Source: an optimization exercise on an open RTL-to-GDS flow (aim: small area and a short achievable clock period). Production flows keep margins and buffers that such runs may drop.
Where RTL was checked, it was by simulation tests only, not by an equivalence proof against the original.
For run 2, only the layout was checked, not whether the RTL still works.
Power is estimated from default activity; no workload was simulated.

==> flow/design.v <==
module Axi4SharedSdramCtrl (
  input               io_axi_arw_valid,
  output              io_axi_arw_ready,
  input      [22:0]   io_axi_arw_payload_addr,
  input      [3:0]    io_axi_arw_payload_id,
  input      [7:0]    io_axi_arw_payload_len,
  input      [2:0]    io_axi_arw_payload_size,
  input      [1:0]    io_axi_arw_payload_burst,
  input               io_axi_arw_payload_write,
  input               io_axi_w_valid,
  output              io_axi_w_ready,
  input      [31:0]   io_axi_w_payload_data,
  input      [3:0]    io_axi_w_payload_strb,
  input               io_axi_w_payload_last,
  output              io_axi_b_valid,
  input               io_axi_b_ready,
  output     [3:0]    io_axi_b_payload_id,
  output     [1:0]    io_axi_b_payload_resp,
  output              io_axi_r_valid,
  input               io_axi_r_ready,
  output     [31:0]   io_axi_r_payload_data,
  output     [3:0]    io_axi_r_payload_id,
  output     [1:0]    io_axi_r_payload_resp,
  output              io_axi_r_payload_last,
  output     [10:0]   io_sdram_ADDR,
  output     [1:0]    io_sdram_BA,
  input      [31:0]   io_sdram_DQ_read,
  output     [31:0]   io_sdram_DQ_write,
  output     [31:0]   io_sdram_DQ_writeEnable,
  output     [3:0]    io_sdram_DQM,
  output              io_sdram_CASn,
  output              io_sdram_CKE,
  output              io_sdram_CSn,
  output              io_sdram_RASn,
  output              io_sdram_WEn,
  input               io_axiClk,
  input               resetCtrl_axiReset
);
  localparam T_MODE   = 3'b000;
  localparam T_PREALL = 3'b001;
  localparam T_PRESGL = 3'b010;
  localparam T_REFR   = 3'b011;
  localparam T_ACT    = 3'b100;
  localparam T_READ   = 3'b101;
  localparam T_WRITE  = 3'b110;
  localparam S_BOOT_PRE  = 2'b00;
  localparam S_BOOT_REF  = 2'b01;
  localparam S_BOOT_MODE = 2'b10;
  localparam S_RUN       = 2'b11;
  wire clk = io_axiClk;
  wire rst = resetCtrl_axiReset;
  reg         ub_valid;
  reg  [7:0]  ub_beat;
  reg  [22:0] ub_addr;
  reg  [3:0]  ub_id;
  reg  [1:0]  ub_size;
  reg  [2:0]  ub_wrap;
  reg  [1:0]  ub_burst;
  reg         ub_write;
  reg         b_valid;
  reg  [3:0]  b_id;
  reg  [10:0] refresh_value;
  reg         refresh_pending;
  reg  [3:0]  boot_cnt;        
  reg         powerup_done;
  reg  [1:0]  state;
  reg  [3:0]  bank_active;
  reg  [10:0] bank_row0, bank_row1, bank_row2, bank_row3;
  reg         p_valid;
  reg  [2:0]  p_task;
  reg  [1:0]  p_bank;
  reg  [10:0] p_rc;
  reg  [31:0] p_data;    
  reg  [3:0]  p_mask;
  reg         t_read;
  reg  [2:0]  t_write;
  reg  [2:0]  t_pre0, t_pre1, t_pre2, t_pre3;
  reg  [1:0]  t_act0, t_act1, t_act2, t_act3;
  reg  [5:1]  hist;
  reg         cke_int;
  reg         rcke;
  reg  [4:0]  ctx1, ctx2, ctx3, ctx4, ctx5;
  reg  [31:0] dq_reg;
  reg  [10:0] sd_addr;
  reg  [1:0]  sd_ba;
  reg         sd_dqwe;
  reg  [3:0]  sd_dqm;
  reg         sd_rasn, sd_casn, sd_wen, sd_csn, sd_cke;
  reg  [36:0] fifo0, fifo1;
  reg         f_push_ptr, f_pop_ptr, f_rising;
  wire        len0      = (io_axi_arw_payload_len == 8'h00);
  wire [1:0]  in_lencode = io_axi_arw_payload_len[3] ? 2'd3 :
                           io_axi_arw_payload_len[2] ? 2'd2 :
                           io_axi_arw_payload_len[1] ? 2'd1 : 2'd0;
  wire [2:0]  in_wrap   = {1'b0, io_axi_arw_payload_size[1:0]} + {1'b0, in_lencode};
  wire [11:0] s_addr  = ub_valid ? ub_addr[11:0] : io_axi_arw_payload_addr[11:0];
  wire [1:0]  s_size  = ub_valid ? ub_size  : io_axi_arw_payload_size[1:0];
  wire [2:0]  s_wrap  = ub_valid ? ub_wrap  : in_wrap;
  wire [1:0]  s_burst = ub_valid ? ub_burst : io_axi_arw_payload_burst;
  wire [2:0]  inc_val = {s_size == 2'd2, s_size == 2'd1, s_size == 2'd0};
  wire [11:0] inc_base = {s_addr[11:2], s_addr[1] & ~s_size[1], s_addr[0] & (s_size == 2'd0)};
  wire [11:0] inc_sum  = inc_base + {9'd0, inc_val};
  reg  [5:0]  wrap_sel;
  always @(*) begin
    case (s_wrap)
      3'd0:    wrap_sel = 6'b000001;
      3'd1:    wrap_sel = 6'b000011;
      3'd2:    wrap_sel = 6'b000111;
      3'd3:    wrap_sel = 6'b001111;
      3'd4:    wrap_sel = 6'b011111;
      default: wrap_sel = 6'b111111;
    endcase
  end
  wire [11:0] inc_wrap = {inc_base[11:6], (inc_sum[5:0] & wrap_sel) | (inc_base[5:0] & ~wrap_sel)};
  wire [11:0] inc_next = (s_burst == 2'b00) ? s_addr :
                         (s_burst == 2'b10) ? inc_wrap : inc_sum;
  wire [1:0]  in_bank = io_axi_arw_payload_addr[11:10];
  wire [10:0] in_row  = io_axi_arw_payload_addr[22:12];
  wire [1:0]  ub_bank = ub_addr[11:10];
  wire [10:0] ub_row  = ub_addr[22:12];
  reg  [3:0]  ub_match;
  wire [3:0]  eq_in;
  wire [3:0]  eq_ub = ub_match;
  wire [3:0]  hit_in_v = eq_in & bank_active;
  wire [3:0]  hit_ub_v = eq_ub & bank_active;
  wire        hit_in = hit_in_v[in_bank];
  wire        hit_ub = hit_ub_v[ub_bank];
  wire        act_in = bank_active[in_bank];
  wire        act_ub = bank_active[ub_bank];
  wire        r_bank_hit = ub_valid ? hit_ub : hit_in;       
  wire        r_active   = ub_valid ? act_ub : act_in;
  wire [1:0]  r_bank     = ub_valid ? ub_bank : in_bank;
  wire [10:0] r_row      = ub_valid ? ub_row : in_row;
  wire [7:0]  r_col      = ub_valid ? ub_addr[9:2] : io_axi_arw_payload_addr[9:2];
  wire        r_write    = ub_valid ? ub_write : io_axi_arw_payload_write;
  wire [3:0]  r_id       = ub_valid ? ub_id : io_axi_arw_payload_id;
  wire        ub_last    = (ub_beat == 8'h01);
  wire        r_last     = ub_valid ? ub_last : len0;
  wire        r_valid    = ub_valid | io_axi_arw_valid;
  wire        wrsp_ready = ~b_valid | io_axi_b_ready;
  wire        w_ok       = ~r_write | io_axi_w_valid;
  wire        cmd_valid  = r_valid & w_ok;
  wire        any_active = |bank_active;
  wire        t_bubble;
  wire        frr        = ~p_valid | (rcke & ~t_bubble);       
  wire        run        = (state == S_RUN);
  reg         go;
  wire        wr_ok      = ~r_write | wrsp_ready;
  wire        fire       = go & cmd_valid & r_bank_hit & wr_ok;   
  Axi4SharedSdramCtrl_ready ready_logic (
    .in_row     (in_row),
    .in_bank    (in_bank),
    .row0       (bank_row0),
    .row1       (bank_row1),
    .row2       (bank_row2),
    .row3       (bank_row3),
    .in_q       (bank_active & {4{go & ~ub_valid}}),
    .ub_go      (ub_valid & go & ub_write & hit_ub),
    .arw_valid  (io_axi_arw_valid),
    .arw_write  (io_axi_arw_payload_write),
    .w_valid    (io_axi_w_valid),
    .b_valid    (b_valid),
    .b_ready    (io_axi_b_ready),
    .eq_in      (eq_in),
    .arw_ready  (io_axi_arw_ready),
    .w_ready    (io_axi_w_ready)
  );
  reg        f_valid;
  reg  [2:0] f_task;
  always @(*) begin
    case (state)
      S_BOOT_PRE:  begin f_valid = powerup_done; f_task = T_PREALL; end
      S_BOOT_REF:  begin f_valid = 1'b1;         f_task = T_REFR;   end
      S_BOOT_MODE: begin f_valid = 1'b1;         f_task = T_MODE;   end
      default: begin
        f_valid = refresh_pending | cmd_valid;
        if (refresh_pending)
          f_task = any_active ? T_PREALL : T_REFR;
        else if (r_active & ~r_bank_hit)
          f_task = T_PRESGL;
        else if (~r_active)
          f_task = T_ACT;
        else
          f_task = r_write ? T_WRITE : T_READ;
      end
    endcase
  end
  wire        f_rw = run & ~refresh_pending & r_bank_hit;
  wire [10:0] f_rc = f_rw ? {3'd0, r_col} : r_row;
  always @(posedge clk or posedge rst) begin
    if (rst) begin
      ub_valid <= 1'b0;
      b_valid  <= 1'b0;
    end else begin
      if (ub_valid) begin
        if (fire & ub_last) ub_valid <= 1'b0;
      end else begin
        if (fire & ~len0) ub_valid <= 1'b1;
      end
      if (wrsp_ready) b_valid <= fire & r_write & r_last;
    end
  end
  always @(posedge clk) begin
    if (~ub_valid) begin
      ub_addr[22:12] <= io_axi_arw_payload_addr[22:12];
      ub_id    <= io_axi_arw_payload_id;
      ub_size  <= io_axi_arw_payload_size[1:0];
      ub_wrap  <= in_wrap;
      ub_burst <= io_axi_arw_payload_burst;
      ub_write <= io_axi_arw_payload_write;
    end
    if (~ub_valid | fire) begin
      ub_addr[11:0] <= inc_next;
      ub_beat <= ub_valid ? ub_beat - 8'h01 : io_axi_arw_payload_len;
    end
    if (wrsp_ready) b_id <= r_id;
  end
  assign io_axi_b_valid        = b_valid;
  assign io_axi_b_payload_id   = b_id;
  assign io_axi_b_payload_resp = 2'b00;
  wire refresh_wrap = (refresh_value == 11'h61a);
  wire [3:0] bank_sel = 4'b0001 << r_bank;
  always @(posedge clk or posedge rst) begin
    if (rst) begin
      refresh_value   <= 11'h000;
      refresh_pending <= 1'b0;
      boot_cnt        <= 4'd10;
      powerup_done    <= 1'b0;
      state           <= S_BOOT_PRE;
      bank_active     <= 4'b0000;
      p_valid         <= 1'b0;
    end else begin
      refresh_value <= refresh_wrap ? 11'h000 : refresh_value + 11'h001;
      if (refresh_wrap) refresh_pending <= 1'b1;
      if (~powerup_done) begin
        if (refresh_wrap) boot_cnt <= boot_cnt - 4'd1;
        if (boot_cnt == 4'd0 && refresh_value == 11'd753) powerup_done <= 1'b1;
      end
      case (state)
        S_BOOT_PRE:  if (powerup_done & frr) state <= S_BOOT_REF;
        S_BOOT_REF:  if (frr) begin
                       boot_cnt <= boot_cnt + 4'd1;
                       if (boot_cnt[2:0] == 3'b111) state <= S_BOOT_MODE;
                     end
        S_BOOT_MODE: if (frr) state <= S_RUN;
        default: begin
          if (frr) begin
            if (refresh_pending) begin
              if (any_active) bank_active <= 4'b0000;
              else            refresh_pending <= 1'b0;
            end else if (cmd_valid) begin
              if (r_active & ~r_bank_hit) bank_active <= bank_active & ~bank_sel;
              else if (~r_active)         bank_active <= bank_active | bank_sel;
            end
          end
        end
      endcase
      if (frr) p_valid <= f_valid;
    end
  end
  always @(posedge clk) begin
    ub_match <= ~bank_active | (ub_valid ? ub_match : eq_in);
  end
  always @(posedge clk) begin
    if (~bank_active[0]) bank_row0 <= r_row;
    if (~bank_active[1]) bank_row1 <= r_row;
    if (~bank_active[2]) bank_row2 <= r_row;
    if (~bank_active[3]) bank_row3 <= r_row;
    if (frr) begin
      p_task <= f_task;
      p_bank <= r_bank;
      p_rc   <= f_rc;
      p_data <= {io_axi_w_payload_data[31:5], r_write ? io_axi_w_payload_data[4:0] : {r_id, r_last}};
      p_mask <= io_axi_w_payload_strb;
    end
  end
  function bubble_fn(input [2:0] tsk, input [1:0] bank, input br, input bw, input [3:0] bp, input [3:0] ba);
    begin
      case (tsk)
        T_MODE:   bubble_fn = ba[0];
        T_PREALL: bubble_fn = |bp;
        T_PRESGL: bubble_fn = bp[bank];
        T_REFR:   bubble_fn = |ba;
        T_ACT:    bubble_fn = ba[bank];
        T_READ:   bubble_fn = br;
        default:  bubble_fn = bw;
      endcase
    end
  endfunction
  wire b_read  = (t_read != 1'b0);
  wire b_write = (t_write != 3'd0);
  wire [3:0] b_pre = {t_pre3 != 3'd0, t_pre2 != 3'd0, t_pre1 != 3'd0, t_pre0 != 3'd0};
  wire [3:0] b_act = {t_act3 != 2'd0, t_act2 != 2'd0, t_act1 != 2'd0, t_act0 != 2'd0};
  wire bubble = bubble_fn(p_task, p_bank, b_read, b_write, b_pre, b_act);
  assign t_bubble = p_valid & bubble;
  wire c_valid = p_valid & ~bubble;      
  wire c_fire  = c_valid & rcke;
  wire [3:0] p_bank_sel = 4'b0001 << p_bank;
  wire is_mode   = c_fire & (p_task == T_MODE);
  wire is_preall = c_fire & (p_task == T_PREALL);
  wire is_presgl = c_fire & (p_task == T_PRESGL);
  wire is_refr   = c_fire & (p_task == T_REFR);
  wire is_act    = c_fire & (p_task == T_ACT);
  wire is_read   = c_fire & (p_task == T_READ);
  wire is_write  = c_fire & (p_task == T_WRITE);
  wire [3:0] act_set3 = {4{is_refr}} | ({4{is_act}} & p_bank_sel);
  wire [3:0] act_set1 = {3'b000, is_preall} | ({4{is_presgl}} & p_bank_sel);
  wire [3:0] pre_set2 = {4{is_act}} & p_bank_sel;
  wire [3:0] pre_set5 = {4{is_write}} & p_bank_sel;
  function [1:0] act_next(input [1:0] cur, input dec, input s3, input s2, input s1);
    begin
      if (s3) act_next = 2'd3;
      else if (s2 && cur <= 2'd2) act_next = 2'd2;
      else if (s1 && cur <= 2'd1) act_next = 2'd1;
      else if (dec && cur != 2'd0) act_next = cur - 2'd1;
      else act_next = cur;
    end
  endfunction
  function [2:0] pre_next(input [2:0] cur, input dec, input s5, input s2);
    begin
      if (s5 && cur <= 3'd5) pre_next = 3'd5;
      else if (s2 && cur <= 3'd2) pre_next = 3'd2;
      else if (dec && cur != 3'd0) pre_next = cur - 3'd1;
      else pre_next = cur;
    end
  endfunction
  wire       t_read_n  = is_act ? 1'b1 : (rcke ? 1'b0 : t_read);
  wire [2:0] t_write_n = (is_read && t_write <= 3'd4) ? 3'd4 :
                         (is_act && t_write <= 3'd1) ? 3'd1 :
                         (rcke && t_write != 3'd0) ? t_write - 3'd1 : t_write;
  wire [2:0] t_pre0_n = pre_next(t_pre0, rcke, pre_set5[0], pre_set2[0]);
  wire [2:0] t_pre1_n = pre_next(t_pre1, rcke, pre_set5[1], pre_set2[1]);
  wire [2:0] t_pre2_n = pre_next(t_pre2, rcke, pre_set5[2], pre_set2[2]);
  wire [2:0] t_pre3_n = pre_next(t_pre3, rcke, pre_set5[3], pre_set2[3]);
  wire [1:0] t_act0_n = act_next(t_act0, rcke, act_set3[0], is_mode, act_set1[0]);
  wire [1:0] t_act1_n = act_next(t_act1, rcke, act_set3[1], is_mode, act_set1[1]);
  wire [1:0] t_act2_n = act_next(t_act2, rcke, act_set3[2], is_mode, act_set1[2]);
  wire [1:0] t_act3_n = act_next(t_act3, rcke, act_set3[3], is_mode, act_set1[3]);
  always @(posedge clk or posedge rst) begin
    if (rst) begin
      t_read  <= 1'b0;
      t_write <= 3'd0;
      t_pre0 <= 3'd0; t_pre1 <= 3'd0; t_pre2 <= 3'd0; t_pre3 <= 3'd0;
      t_act0 <= 2'd0; t_act1 <= 2'd0; t_act2 <= 2'd0; t_act3 <= 2'd0;
    end else begin
      t_read  <= t_read_n;
      t_write <= t_write_n;
      t_pre0 <= t_pre0_n; t_pre1 <= t_pre1_n; t_pre2 <= t_pre2_n; t_pre3 <= t_pre3_n;
      t_act0 <= t_act0_n; t_act1 <= t_act1_n; t_act2 <= t_act2_n; t_act3 <= t_act3_n;
    end
  end
  wire       run_n     = (state == S_RUN) | (state == S_BOOT_MODE & frr);
  wire       pending_n = (refresh_pending | refresh_wrap) &
                         ~(run & frr & refresh_pending & ~any_active);
  wire       p_valid_n = frr ? f_valid : p_valid;
  wire [2:0] p_task_n  = frr ? f_task : p_task;
  wire [1:0] p_bank_n  = frr ? r_bank : p_bank;
  wire       bubble_n  = bubble_fn(p_task_n, p_bank_n, t_read_n != 1'b0, t_write_n != 3'd0,
                                   {t_pre3_n != 3'd0, t_pre2_n != 3'd0, t_pre1_n != 3'd0, t_pre0_n != 3'd0},
                                   {t_act3_n != 2'd0, t_act2_n != 2'd0, t_act1_n != 2'd0, t_act0_n != 2'd0});
  wire       go_n      = run_n & ~pending_n & (~p_valid_n | (cke_int & ~bubble_n));
  always @(posedge clk or posedge rst) begin
    if (rst) go <= 1'b0;
    else     go <= go_n;
  end
  wire hist0    = c_valid & (p_task == T_READ);
  wire cke_next = ~((hist0 | (|hist)) & ~io_axi_r_ready);
  wire c_write  = c_valid & (p_task == T_WRITE);
  always @(posedge clk or posedge rst) begin
    if (rst) begin
      hist    <= 5'b00000;
      cke_int <= 1'b1;
      rcke    <= 1'b1;
    end else begin
      if (rcke) hist <= {hist[4:1], hist0};
      cke_int <= cke_next;
      rcke    <= cke_int;
    end
  end
  always @(posedge clk) begin
    sd_cke <= cke_next;
    if (rcke) begin
      sd_csn <= 1'b0;
      ctx1 <= p_data[4:0];
      ctx2 <= ctx1;
      ctx3 <= ctx2;
      ctx4 <= ctx3;
      ctx5 <= ctx4;
      dq_reg <= c_write ? p_data : io_sdram_DQ_read;
      sd_dqwe <= c_write;
      sd_dqm <= c_write ? ~p_mask : {4{~hist[1]}};
      if (c_valid) begin
        case (p_task)
          T_PREALL: {sd_rasn, sd_casn, sd_wen} <= 3'b010;
          T_REFR:   {sd_rasn, sd_casn, sd_wen} <= 3'b001;
          T_MODE:   {sd_rasn, sd_casn, sd_wen} <= 3'b000;
          T_ACT:    {sd_rasn, sd_casn, sd_wen} <= 3'b011;
          T_WRITE:  {sd_rasn, sd_casn, sd_wen} <= 3'b100;
          T_READ:   {sd_rasn, sd_casn, sd_wen} <= 3'b101;
          default:  {sd_rasn, sd_casn, sd_wen} <= 3'b010;
        endcase
      end else begin
        {sd_rasn, sd_casn, sd_wen} <= 3'b111;
      end
      sd_addr[9:0] <= (p_task == T_MODE) ? 10'h030 : p_rc[9:0];
      sd_addr[10]  <= (p_task == T_PREALL) | ((p_task == T_ACT) & p_rc[10]);
      sd_ba        <= (p_task == T_MODE) ? 2'b00 : p_bank;
    end
  end
  assign io_sdram_ADDR = sd_addr;
  assign io_sdram_BA = sd_ba;
  assign io_sdram_DQ_write = dq_reg;
  assign io_sdram_DQ_writeEnable = {32{sd_dqwe}};
  assign io_sdram_DQM = sd_dqm;
  assign io_sdram_CSn = sd_csn;
  assign io_sdram_RASn = sd_rasn;
  assign io_sdram_CASn = sd_casn;
  assign io_sdram_WEn = sd_wen;
  assign io_sdram_CKE = sd_cke;
  wire        push_valid = hist[5] & rcke;
  wire        f_match = (f_push_ptr == f_pop_ptr);
  wire        f_empty = f_match & ~f_rising;
  wire        f_full  = f_match & f_rising;
  wire        pushing = push_valid & ~f_full;
  wire        pop_valid = ~f_empty | push_valid;
  wire        popping = pop_valid & io_axi_r_ready;
  wire [36:0] push_data = {ctx5, dq_reg};
  wire [36:0] ram_rd = f_pop_ptr ? fifo1 : fifo0;
  wire [36:0] pop_data = f_empty ? push_data : ram_rd;
  always @(posedge clk or posedge rst) begin
    if (rst) begin
      f_push_ptr <= 1'b0;
      f_pop_ptr  <= 1'b0;
      f_rising   <= 1'b0;
    end else begin
      if (pushing) f_push_ptr <= ~f_push_ptr;
      if (popping) f_pop_ptr <= ~f_pop_ptr;
      if (pushing != popping) f_rising <= pushing;
    end
  end
  always @(posedge clk) begin
    if (pushing & ~f_push_ptr) fifo0 <= push_data;
    if (pushing &  f_push_ptr) fifo1 <= push_data;
  end
  assign io_axi_r_valid        = pop_valid;
  assign io_axi_r_payload_data = pop_data[31:0];
  assign io_axi_r_payload_last = pop_data[32];
  assign io_axi_r_payload_id   = pop_data[36:33];
  assign io_axi_r_payload_resp = 2'b00;
endmodule
module Axi4SharedSdramCtrl_ready (
  input      [10:0] in_row,
  input      [1:0]  in_bank,
  input      [10:0] row0,
  input      [10:0] row1,
  input      [10:0] row2,
  input      [10:0] row3,
  input      [3:0]  in_q,
  input             ub_go,
  input             arw_valid,
  input             arw_write,
  input             w_valid,
  input             b_valid,
  input             b_ready,
  output     [3:0]  eq_in,
  output            arw_ready,
  output            w_ready
);
  assign eq_in = {row3 == in_row, row2 == in_row, row1 == in_row, row0 == in_row};
  wire [3:0] in_dec = 4'b0001 << in_bank;
  wire       in_go = |(in_q & in_dec & eq_in);
  wire       wrsp_ready = ~b_valid | b_ready;
  assign arw_ready = in_go & (~arw_write | (w_valid & wrsp_ready));
  assign w_ready   = wrsp_ready & (ub_go | (in_go & arw_valid & arw_write));
endmodule
==> flow/flow/run.sh <==
#!/bin/bash
# Standard ORFS layout (the standard.sh) with these changes:
#  - port buffers are inserted as the smallest plain buffer instead of the
#    default delay-buffer cell; repair_design / repair_timing then size them;
#  - clock tree synthesis without dummy load cells;
#  - the slow 4-input NOR cells are not used.
set -euo pipefail
DU=$(make -s -C "$FLOW_HOME" DESIGN_CONFIG="$PWD/config.mk" print-DONT_USE_CELLS 2>/dev/null | sed -n 's/^DONT_USE_CELLS: //p')
bash standard.sh \
  "DONT_USE_CELLS=$DU sky130_fd_sc_hd__nor4_1 sky130_fd_sc_hd__nor4_2 sky130_fd_sc_hd__nor4_4 sky130_fd_sc_hd__nor4b_1 sky130_fd_sc_hd__nor4b_2 sky130_fd_sc_hd__nor4b_4 sky130_fd_sc_hd__nor4bb_1 sky130_fd_sc_hd__nor4bb_2 sky130_fd_sc_hd__nor4bb_4" \
  "BUFFER_PORTS_ARGS=-buffer_cell sky130_fd_sc_hd__buf_1" \
  "CTS_ARGS=-sink_clustering_enable -repair_clock_nets -sink_clustering_size 30 -sink_clustering_max_diameter 100 -buf_list sky130_fd_sc_hd__clkbuf_16 -dont_use_dummy_load" \
  finish > standard_make.log 2>&1
==> flow/standard.sh <==
#!/bin/bash
# synth_recipe.tcl (not shown) runs the flow's synth.tcl, then flattens the netlist and writes it again
# the make line also repeats each setting of config.mk as NAME=value (left out here)
make -C /OpenROAD-flow-scripts/flow DESIGN_CONFIG=/design/flow/config.mk WORK_HOME=/design/flow/orfs CLKGATE_MAP_FILE= SYNTH_SCRIPT=/design/flow/synth_recipe.tcl "${@:-finish}"
==> flow/config.mk <==
export PLATFORM = sky130hd
export DESIGN_NAME = Axi4SharedSdramCtrl
export DESIGN_NICKNAME = Axi4SharedSdramCtrl
export VERILOG_FILES = /design/flow/design.v
export SDC_FILE = /design/flow/constraint.sdc
export NUM_CORES = 4
export LEC_CHECK = 0
export CAP_MARGIN = 20
export CORE_MARGIN = 2
export CORE_UTILIZATION = 55
export CTS_BUF_LIST = sky130_fd_sc_hd__clkbuf_16
export CTS_CLUSTER_DIAMETER = 100
export CTS_CLUSTER_SIZE = 30
export SETUP_SLACK_MARGIN = 5
export SLEW_MARGIN = 20
export SYNTH_HIERARCHICAL = 1
export SYNTH_MINIMUM_KEEP_SIZE = 0
==> flow/constraint.sdc <==
create_clock -name core_clock -period 10.0 [get_ports {io_axiClk}]
set_input_delay 2.0000 -clock core_clock [delete_from_list [all_inputs] [get_ports {io_axiClk}]]
set_output_delay 2.0000 -clock core_clock [all_outputs]
set_load 0.01 [all_outputs]
==> results of run 1 <==
==> per-stage QoR <==
step                      utilization [%]  setup WS [ns]  std cells  total power [mW]  cell area, um2
final                                61.7           4.56       1960              3.13           18900
after detailed placement             59.4           4.24       1934              2.43           18200
after global placement               59.4           4.26       1934              2.42           18200
after CTS                            61.2           4.55       1954              3.16           18800
after global routing                 61.7           4.52       1960              3.29           18900
after floorplan                         -           4.75       1375              2.20           17300
==> cell type report <==
| type | count | area share, % |
|---|---|---|
| well taps | 396 | 2.62 |
| inverters | 64 | 1.27 |
| multi-input cells | 859 | 33.9 |
| clock buffers | 16 | 2.12 |
| flip-flops and latches | 361 | 54.0 |
| repair buffers | 264 | 6.07 |
==> layer usage <==
layer  wire length (um)  vias up  part of all wire (%)  global-route usage, %
li1                   -     5277                     -                      -
met1              16400     5225                    45                   31.1
met2              17200      304                    48                   36.0
met3               2100       34                   5.8                   3.08
met4                447        0                   1.2                   3.16
met5                  0        -                     0                      0
==> timing repair <==
action                     CTS  global route
gates resized for setup     39            21
setup buffers                4             6
hold buffers                 0             0
setup endpoints to repair   23            23
pin swaps                   12            14
==> per-module statistics from Yosys, one instance, submodules excluded <==
module | flops+latches | cell area, um2 | copies in the design
Axi4SharedSdramCtrl | 361 | 16500 | 1
Axi4SharedSdramCtrl_ready | 0 | 662 | 1
==> critical path: stages <==
cell and delay [ns]:
clkbuf_4 0.16, xor2_1 0.16, or4_4 0.54, o2111a_2 0.33, o21ai_2 0.11, buf_2 0.13
==> layout by cell type, fill, tap and decap left out, types with 10 or more instances in the layout <==
cell / n
a21oi_1: 56
xnor2_1: 47
nor2b_1: 22
dfrtp_1: 55
dfxtp_1: 33
xor2_1: 21
edfxtp_1: 267
buf_4: 25
clkbuf_16: 16
mux2i_1: 63
xnor2_2: 17
mux2_2: 60
o21a_1: 10
buf_1: 230
nand3_1: 25
nand2b_1: 17
ha_1: 47
and2_1: 14
nor3_1: 27
nand4_1: 13
and3_1: 11
nand2_1: 120
nor2_1: 68
inv_1: 59
o21ai_0: 61
o22ai_1: 10
==> path summary, 6_finish.rpt <==
kind	slack, ns	start	end	depth (start not counted)
min in group asynchronous	1.69	resetCtrl_axiReset	t_write[2]$_DFF_PP0_	3
hold / removal	0.43	cke_int$_DFF_PP1_	rcke$_DFF_PP1_	0
setup reg to reg	6.02	p_task[1]$_DFF_P_	go$_DFF_PP0_	8
hold reg to reg	0.43	cke_int$_DFF_PP1_	rcke$_DFF_PP1_	0
setup / recovery	4.56	io_axi_arw_payload_addr[20]	io_axi_w_ready	6
max in group asynchronous	7.70	resetCtrl_axiReset	f_pop_ptr$_DFFE_PP0P_	3
==> cells by family after synthesis <==
group,after synthesis,share of synthesized area [%]
AO/OA/AOI/OAI,215,8.10
XOR/XNOR,88,4.66
adder cells (fa/ha/maj),49,3.65
buffers and inverters,155,4.63
flip-flops,361,59.4
multiplexers,134,8.86
other,1,0.0218
AND/OR/NAND/NOR,368,10.7
==> where the power goes <==
part	leakage (nW)	internal, mW	switching [mW]
combinational	3.08	0.253	0.447
sequential	3.68	1.67	0.0351
clock	0.197	0.291	0.437
==> flow_summary.toml, run 1 <==
[outcome]
status = "no timing/DRC/antenna violations"

[floorplan]
die_x_um = 181
start_util_pct = 56.0
dieArea_um2 = 32700
rows = 64
io_pins = 251
die_h_um = 181
coreArea_um2 = 30700

[power]
pwr_density_cell_nw_per_um2 = 165
total_leakage_power_nw = 6.96
peakVddDrop_uv = 122

[setup_path]
path_class = "primary input to output port"
cp-start-kind = "primary input"
endpoint_kind = "output port"
critPathRequiredTime_ns = 8.00
critPathMaxFanout = 5
arrival_ns = 3.44

[finish]
multiInputGateArea_um2 = 6420
register_area_um2 = 10200
top_regs = "fifo0 (37), fifo1 (37)"
nets = 1731
drive_gt1_share_pct = 12.0
synthToLayoutAreaGrowth_pct = 10.1
fillCellCount = 2516
n_antenna_cell = 0

[clock_network]
cts_tree = "built"
cts_buffers = 16
clock-sinks = 361
clock_latency_ns = 0.52
root_buffer = "clkbuf_16"
cts.path.max_buffers = 3
clkTransAtPathRegs_ns = 0.10
htreeDepth = 1

[place]
place.gp.congestion = 0.869
io_buffer_count = 243
dp_hpwl_mm = 25.0

[timing]
max_freq_mhz = 184
rsz0062_at_grt = "yes"
whs_ns = 0.426
skew_ns = 0.0400
setup_tns_ns = 0
worst_pin_slew_ns = 0.964
fin_crit_ns = 5.44
hold_viol = 0
fin_crit_sh_pct = 54.4
setup_violations = 0
maxSlewHeadroom_pct = 35.7
maxSlewViolCount = 0

[yosys]
yosysMostFrequentCell = "edfxtp_1"
synth_async_sr_flop_share_pct = 16.9
yosysTopAreaCell = "edfxtp_1"
synthesis.area_um2 = 17200
synthFlopType = "edfxtp_1"
ys_seq_area_share_pct = 59.4
ys_top_cells_by_count = "267 x edfxtp_1, 120 x nand2_1, 70 x nor2_1"
avgSynthCellArea_um2 = 12.5
synth_top_area_share_pct = 46.7
synth_enable_flop_cells = 267
synth.distinct_cells = 77
ys_ff_latch = 361
ys_warn_count = 7
syn_inst = 1371
yosys-top-cells-area = "edfxtp_1 47%, dfrtp_1 8.3%, mux2_2 4.0%"

[routing]
antenna_left = 0
wl_mm = 36.1
wl_per_cell_um = 18.4
vias = 10800
via_per_inst = 5.53
drc = 0
drt_iter0_markers = 691
dr.pass1.iters = 5

[global_routing]
grt_use_total_pct = 21.6
grt_pass1_vias = 10400
overflow = 0
grt_max_degree = 62
grt_pass1_wl_mm = 56.7
antenna_found_initial = 0

[flow_run]
cap_viol_max_count = 0

[hold_path]
holdCritPathClass = "flop to flop"
==> run 2, diff against run 1 <==
--- a/flow/design.v
+++ b/flow/design.v
@@ -70,8 +70,10 @@
   reg  [2:0]  p_task;
   reg  [1:0]  p_bank;
   reg  [10:0] p_rc;
-  reg  [31:0] p_data;    
+  reg  [31:0] p_data;
   reg  [3:0]  p_mask;
+  reg  [3:0]  p_id;
+  reg         p_last;
   reg         t_read;
   reg  [2:0]  t_write;
   reg  [2:0]  t_pre0, t_pre1, t_pre2, t_pre3;
@@ -80,9 +82,10 @@
   reg         cke_int;
   reg         rcke;
   reg  [4:0]  ctx1, ctx2, ctx3, ctx4, ctx5;
-  reg  [31:0] dq_reg;
+  reg  [31:0] dq_in;
   reg  [10:0] sd_addr;
   reg  [1:0]  sd_ba;
+  reg  [31:0] sd_dqw;
   reg         sd_dqwe;
   reg  [3:0]  sd_dqm;
   reg         sd_rasn, sd_casn, sd_wen, sd_csn, sd_cke;
@@ -270,8 +273,10 @@
       p_task <= f_task;
       p_bank <= r_bank;
       p_rc   <= f_rc;
-      p_data <= {io_axi_w_payload_data[31:5], r_write ? io_axi_w_payload_data[4:0] : {r_id, r_last}};
+      p_data <= io_axi_w_payload_data;
       p_mask <= io_axi_w_payload_strb;
+      p_id   <= r_id;
+      p_last <= r_last;
     end
   end
   function bubble_fn(input [2:0] tsk, input [1:0] bank, input br, input bw, input [3:0] bp, input [3:0] ba);
@@ -381,12 +386,13 @@
     sd_cke <= cke_next;
     if (rcke) begin
       sd_csn <= 1'b0;
-      ctx1 <= p_data[4:0];
+      ctx1 <= {p_id, p_last};
       ctx2 <= ctx1;
       ctx3 <= ctx2;
       ctx4 <= ctx3;
       ctx5 <= ctx4;
-      dq_reg <= c_write ? p_data : io_sdram_DQ_read;
+      dq_in <= io_sdram_DQ_read;
+      sd_dqw <= p_data;
       sd_dqwe <= c_write;
       sd_dqm <= c_write ? ~p_mask : {4{~hist[1]}};
       if (c_valid) begin
@@ -409,7 +415,7 @@
   end
   assign io_sdram_ADDR = sd_addr;
   assign io_sdram_BA = sd_ba;
-  assign io_sdram_DQ_write = dq_reg;
+  assign io_sdram_DQ_write = sd_dqw;
   assign io_sdram_DQ_writeEnable = {32{sd_dqwe}};
   assign io_sdram_DQM = sd_dqm;
   assign io_sdram_CSn = sd_csn;
@@ -424,7 +430,7 @@
   wire        pushing = push_valid & ~f_full;
   wire        pop_valid = ~f_empty | push_valid;
   wire        popping = pop_valid & io_axi_r_ready;
-  wire [36:0] push_data = {ctx5, dq_reg};
+  wire [36:0] push_data = {ctx5, dq_in};
   wire [36:0] ram_rd = f_pop_ptr ? fifo1 : fifo0;
   wire [36:0] pop_data = f_empty ? push_data : ram_rd;
   always @(posedge clk or posedge rst) begin
@@ -466,10 +472,24 @@
   output            arw_ready,
   output            w_ready
 );
-  assign eq_in = {row3 == in_row, row2 == in_row, row1 == in_row, row0 == in_row};
   wire [3:0] in_dec = 4'b0001 << in_bank;
-  wire       in_go = |(in_q & in_dec & eq_in);
+  wire [3:0] t;
+  Axi4SharedSdramCtrl_bankhit bank0 (.row(row0), .in_row(in_row), .qd(in_q[0] & in_dec[0]), .eq(eq_in[0]), .t(t[0]));
+  Axi4SharedSdramCtrl_bankhit bank1 (.row(row1), .in_row(in_row), .qd(in_q[1] & in_dec[1]), .eq(eq_in[1]), .t(t[1]));
+  Axi4SharedSdramCtrl_bankhit bank2 (.row(row2), .in_row(in_row), .qd(in_q[2] & in_dec[2]), .eq(eq_in[2]), .t(t[2]));
+  Axi4SharedSdramCtrl_bankhit bank3 (.row(row3), .in_row(in_row), .qd(in_q[3] & in_dec[3]), .eq(eq_in[3]), .t(t[3]));
+  wire       in_go = |t;
   wire       wrsp_ready = ~b_valid | b_ready;
   assign arw_ready = in_go & (~arw_write | (w_valid & wrsp_ready));
   assign w_ready   = wrsp_ready & (ub_go | (in_go & arw_valid & arw_write));
 endmodule
+module Axi4SharedSdramCtrl_bankhit (
+  input      [10:0] row,
+  input      [10:0] in_row,
+  input             qd,
+  output            eq,
+  output            t
+);
+  assign eq = (row == in_row);
+  assign t  = qd & eq;
+endmodule
==> flow/flow/run.sh (replaced) <==
#!/bin/bash
# Standard ORFS layout (the standard.sh) with two changes:
#  - port buffers are inserted as the smallest plain buffer instead of the
#    default delay-buffer cell; repair_design / repair_timing then size them;
#  - clock tree synthesis without dummy load cells.
set -euo pipefail
bash standard.sh \
  "BUFFER_PORTS_ARGS=-buffer_cell sky130_fd_sc_hd__buf_1" \
  "CTS_ARGS=-sink_clustering_enable -repair_clock_nets -sink_clustering_size 30 -sink_clustering_max_diameter 100 -buf_list sky130_fd_sc_hd__clkbuf_16 -dont_use_dummy_load" \
  finish > standard_make.log 2>&1
==> run 2 against run 1 <==
Maximum frequency rose by 0.82%. Via count fell by 0.92%. Register-to-register slack worse by 0.38 ns.
==> flow_summary.toml, run 2 <==
[global_routing]
grt_use_total_pct = 20.9
antenna_found_initial = 1
grt_pass1_vias = 10300
overflow = 0
grt_pass1_wl_mm = 55.7
grt_max_degree = 76

[timing]
max_freq_mhz = 185
maxSlewViolCount = 0
rsz0062_at_grt = "yes"
setup_tns_ns = 0
hold_viol = 0
skew_ns = 0.0382
setup_violations = 0
maxSlewHeadroom_pct = 38.4
timing.final.ws_setup_ns = 4.60
fin_crit_sh_pct = 54.0
worst_pin_slew_ns = 0.924
fin_crit_ns = 5.40

[floorplan]
start_util_pct = 56.1
dieArea_um2 = 33800
die_h_um = 184
io_pins = 251
rows = 65
coreArea_um2 = 31700
die_x_um = 184

[yosys]
synth_async_sr_flop_share_pct = 15.3
synthesis.area_um2 = 17800
yosysTopAreaCell = "edfxtp_1"
yosysMostFrequentCell = "edfxtp_1"
ys_top_cells_by_count = "304 x edfxtp_1, 118 x nand2_1, 70 x xnor2_1"
synth_enable_flop_cells = 304
synthFlopType = "edfxtp_1"
ys_ff_latch = 398
yosys-top-cells-area = "edfxtp_1 51%, dfrtp_1 8.0%, mux2i_1 3.8%"
avgSynthCellArea_um2 = 13.2
synth_top_area_share_pct = 51.3
syn_inst = 1354
synth.distinct_cells = 83
ys_warn_count = 7
ys_seq_area_share_pct = 63.6

[routing]
antenna_left = 0
wl_mm = 35.8
routed-wl-met2_mm = 16.8
routed-wl-met3_mm = 1.86
m1WireLength_mm = 16.7
top_layer = "met4"
wl_per_cell_um = 18.4
drc = 0
via_per_inst = 5.51
vias = 10700
drt_iter0_markers = 677
dr.pass1.iters = 5

[power]
p_comb_share_pct = 13.6
pwr-share-clk_pct = 25.5
pwr_density_cell_nw_per_um2 = 156
total_leakage_power_nw = 7.23
seqPwrFrac_pct = 60.8
power.switching_mw = 0.752
peakVddDrop_uv = 115
internal_power_mw = 2.29
swShare_pct = 24.7

[place]
io_buffer_count = 243
place.gp.congestion = 0.811
place_area_um2 = 18900
dp_hpwl_mm = 24.0
post-place-ws_ns = 4.37

[clock_network]
cts.path.max_buffers = 3
holdBufCountCts = 0
root_buffer = "clkbuf_16"
htreeDepth = 1
cts_buffers = 17
clock_latency_ns = 0.52
clock-sinks = 398
clkTransAtPathRegs_ns = 0.11
cts_tree = "built"

[finish]
multiInputGateArea_um2 = 5970
drive_gt1_share_pct = 8.34
top_regs = "fifo0 (37), fifo1 (37)"
mostFrequentLayoutCell = "edfxtp_1"
fillCellCount = 2552
stdcell_area_um2 = 19600
synthToLayoutAreaGrowth_pct = 9.87
layout_common_cells = "304 x edfxtp_1, 229 x buf_1, 118 x nand2_1"
nets = 1714
register_area_um2 = 11300

[setup_path]
critPathMaxFanout = 5
endpoint_kind = "output port"
critPathRequiredTime_ns = 8.00
path_class = "primary input to output port"
arrival_ns = 3.40
cp-start-kind = "primary input"

[outcome]
status = "no timing/DRC/antenna violations"

[hold_path]
holdCritPathClass = "flop to flop"

[flow_run]
cap_viol_max_count = 0
[run 2: cell type report]
type	count	area share, %
sequential	398	57.9
antenna	1	0.0128
tap	402	2.57
multi-input combinational	810	30.5
timing repair buffer	253	5.48
inverter	69	1.34
clock buffer	17	2.17
[run 2: routing by layer]
layer / track usage [%] / vias up
li1: - / 5232
met1: 30.2 / 5211
met2: 33.9 / 267
met3: 3.07 / 30
met4: 4.10 / 0
met5: 0 / -
[run 2: modules after synthesis (local to each module, per instance)]
module,flip-flops and latches,times used,cells
Axi4SharedSdramCtrl_ready,0,1,12
Axi4SharedSdramCtrl,398,1,1274
Axi4SharedSdramCtrl_bankhit,0,4,17
[run 2: repair_timing]
item	4_1_cts	5_1_grt
gates resized for setup	48	3
setup endpoints to repair	3	2
buffers inserted	2	0
pin swaps	25	7
[run 2: per-stage QoR]
stage               util (%)  hold slack (ns)  total power [mW]  instances
finish                  61.7            0.417              3.04       1950
global route            61.7            0.414              3.18       1950
CTS                     61.6            0.401              3.08       1949
detailed placement      59.5            0.395              2.30       1930
global placement        59.5            0.399              2.29       1930
floorplan                  -            0.361              2.16       1358
[run 2: worst paths after layout]
| path | to | slack, ns | startpoint | depth (start not counted) |
|---|---|---|---|---|
| min in group asynchronous | b_valid$_DFFE_PP0P_ | 1.68 | resetCtrl_axiReset | 3 |
| worst min register to register | rcke$_DFF_PP1_ | 0.42 | cke_int$_DFF_PP1_ | 0 |
| worst min-delay path | rcke$_DFF_PP1_ | 0.42 | cke_int$_DFF_PP1_ | 0 |
| max in group asynchronous | f_pop_ptr$_DFFE_PP0P_ | 7.71 | resetCtrl_axiReset | 3 |
| worst max-delay path | io_axi_w_ready | 4.60 | io_axi_arw_payload_addr[13] | 8 |
| worst max register to register | go$_DFF_PP0_ | 5.64 | t_pre1[0]$_DFF_PP0_ | 12 |
[run 2: logic make-up after synthesis]
logic type               count (synthesis)  synth area share, %
AO/OA/AOI/OAI                          211                 7.63
XOR/XNOR                                84                 4.13
buffers and inverters                  150                 4.12
AND/OR/NAND/NOR                        357                 10.5
multiplexers                           104                 6.49
flip-flops                             398                 63.6
adder cells (fa/ha/maj)                 49                 3.53
other                                    1               0.0211
[run 2: power by group through the flow]
stage                     Clock (mW)  Sequential (mW)  Combinational (mW)
after floorplan                    0             1.89               0.269
after global placement             0             1.89               0.408
after detailed placement           0             1.89               0.410
after CTS                      0.811             1.85               0.419
after global routing           0.861             1.86               0.464
final                          0.778             1.85               0.414
[run 2: worst max-delay path: stages]
cell and delay (ns):
buf_12 0.12, xnor2_2 0.14, nand4_1 0.24, nor4_4 0.41
nor4_4 0.12, nor2_1 0.12, o22a_1 0.12, buf_2 0.12

## separate check: timing with driven ports
In the flow no input, the clock included, has a driving cell. The finished layouts below were timed again as built, in two steps.
Step 1, drivers: a clkbuf_16 drives io_axiClk and a buf_2 each remaining input, both assumed.
Step 2 also shifts input and output timing later by t, the mid clock arrival at the registers, as if the neighbouring blocks saw the same clock.
a / b / c = ideal / step 1 / step 2; a / b = the first two.
| run | t, ns | setup WS [ns] | worst setup path after step 2 |
|---|---|---|---|
| run 1 | 0.555 | 4.559 / 4.523 / 4.523 | input to output |
| run 2 | 0.557 | 4.603 / 4.550 / 4.550 | input to output |
After both steps every run listed still meets setup and hold. For run 2, which loses most, drivers alone change the setup slack by -0.053 ns; drivers and shift together by -0.053 ns.
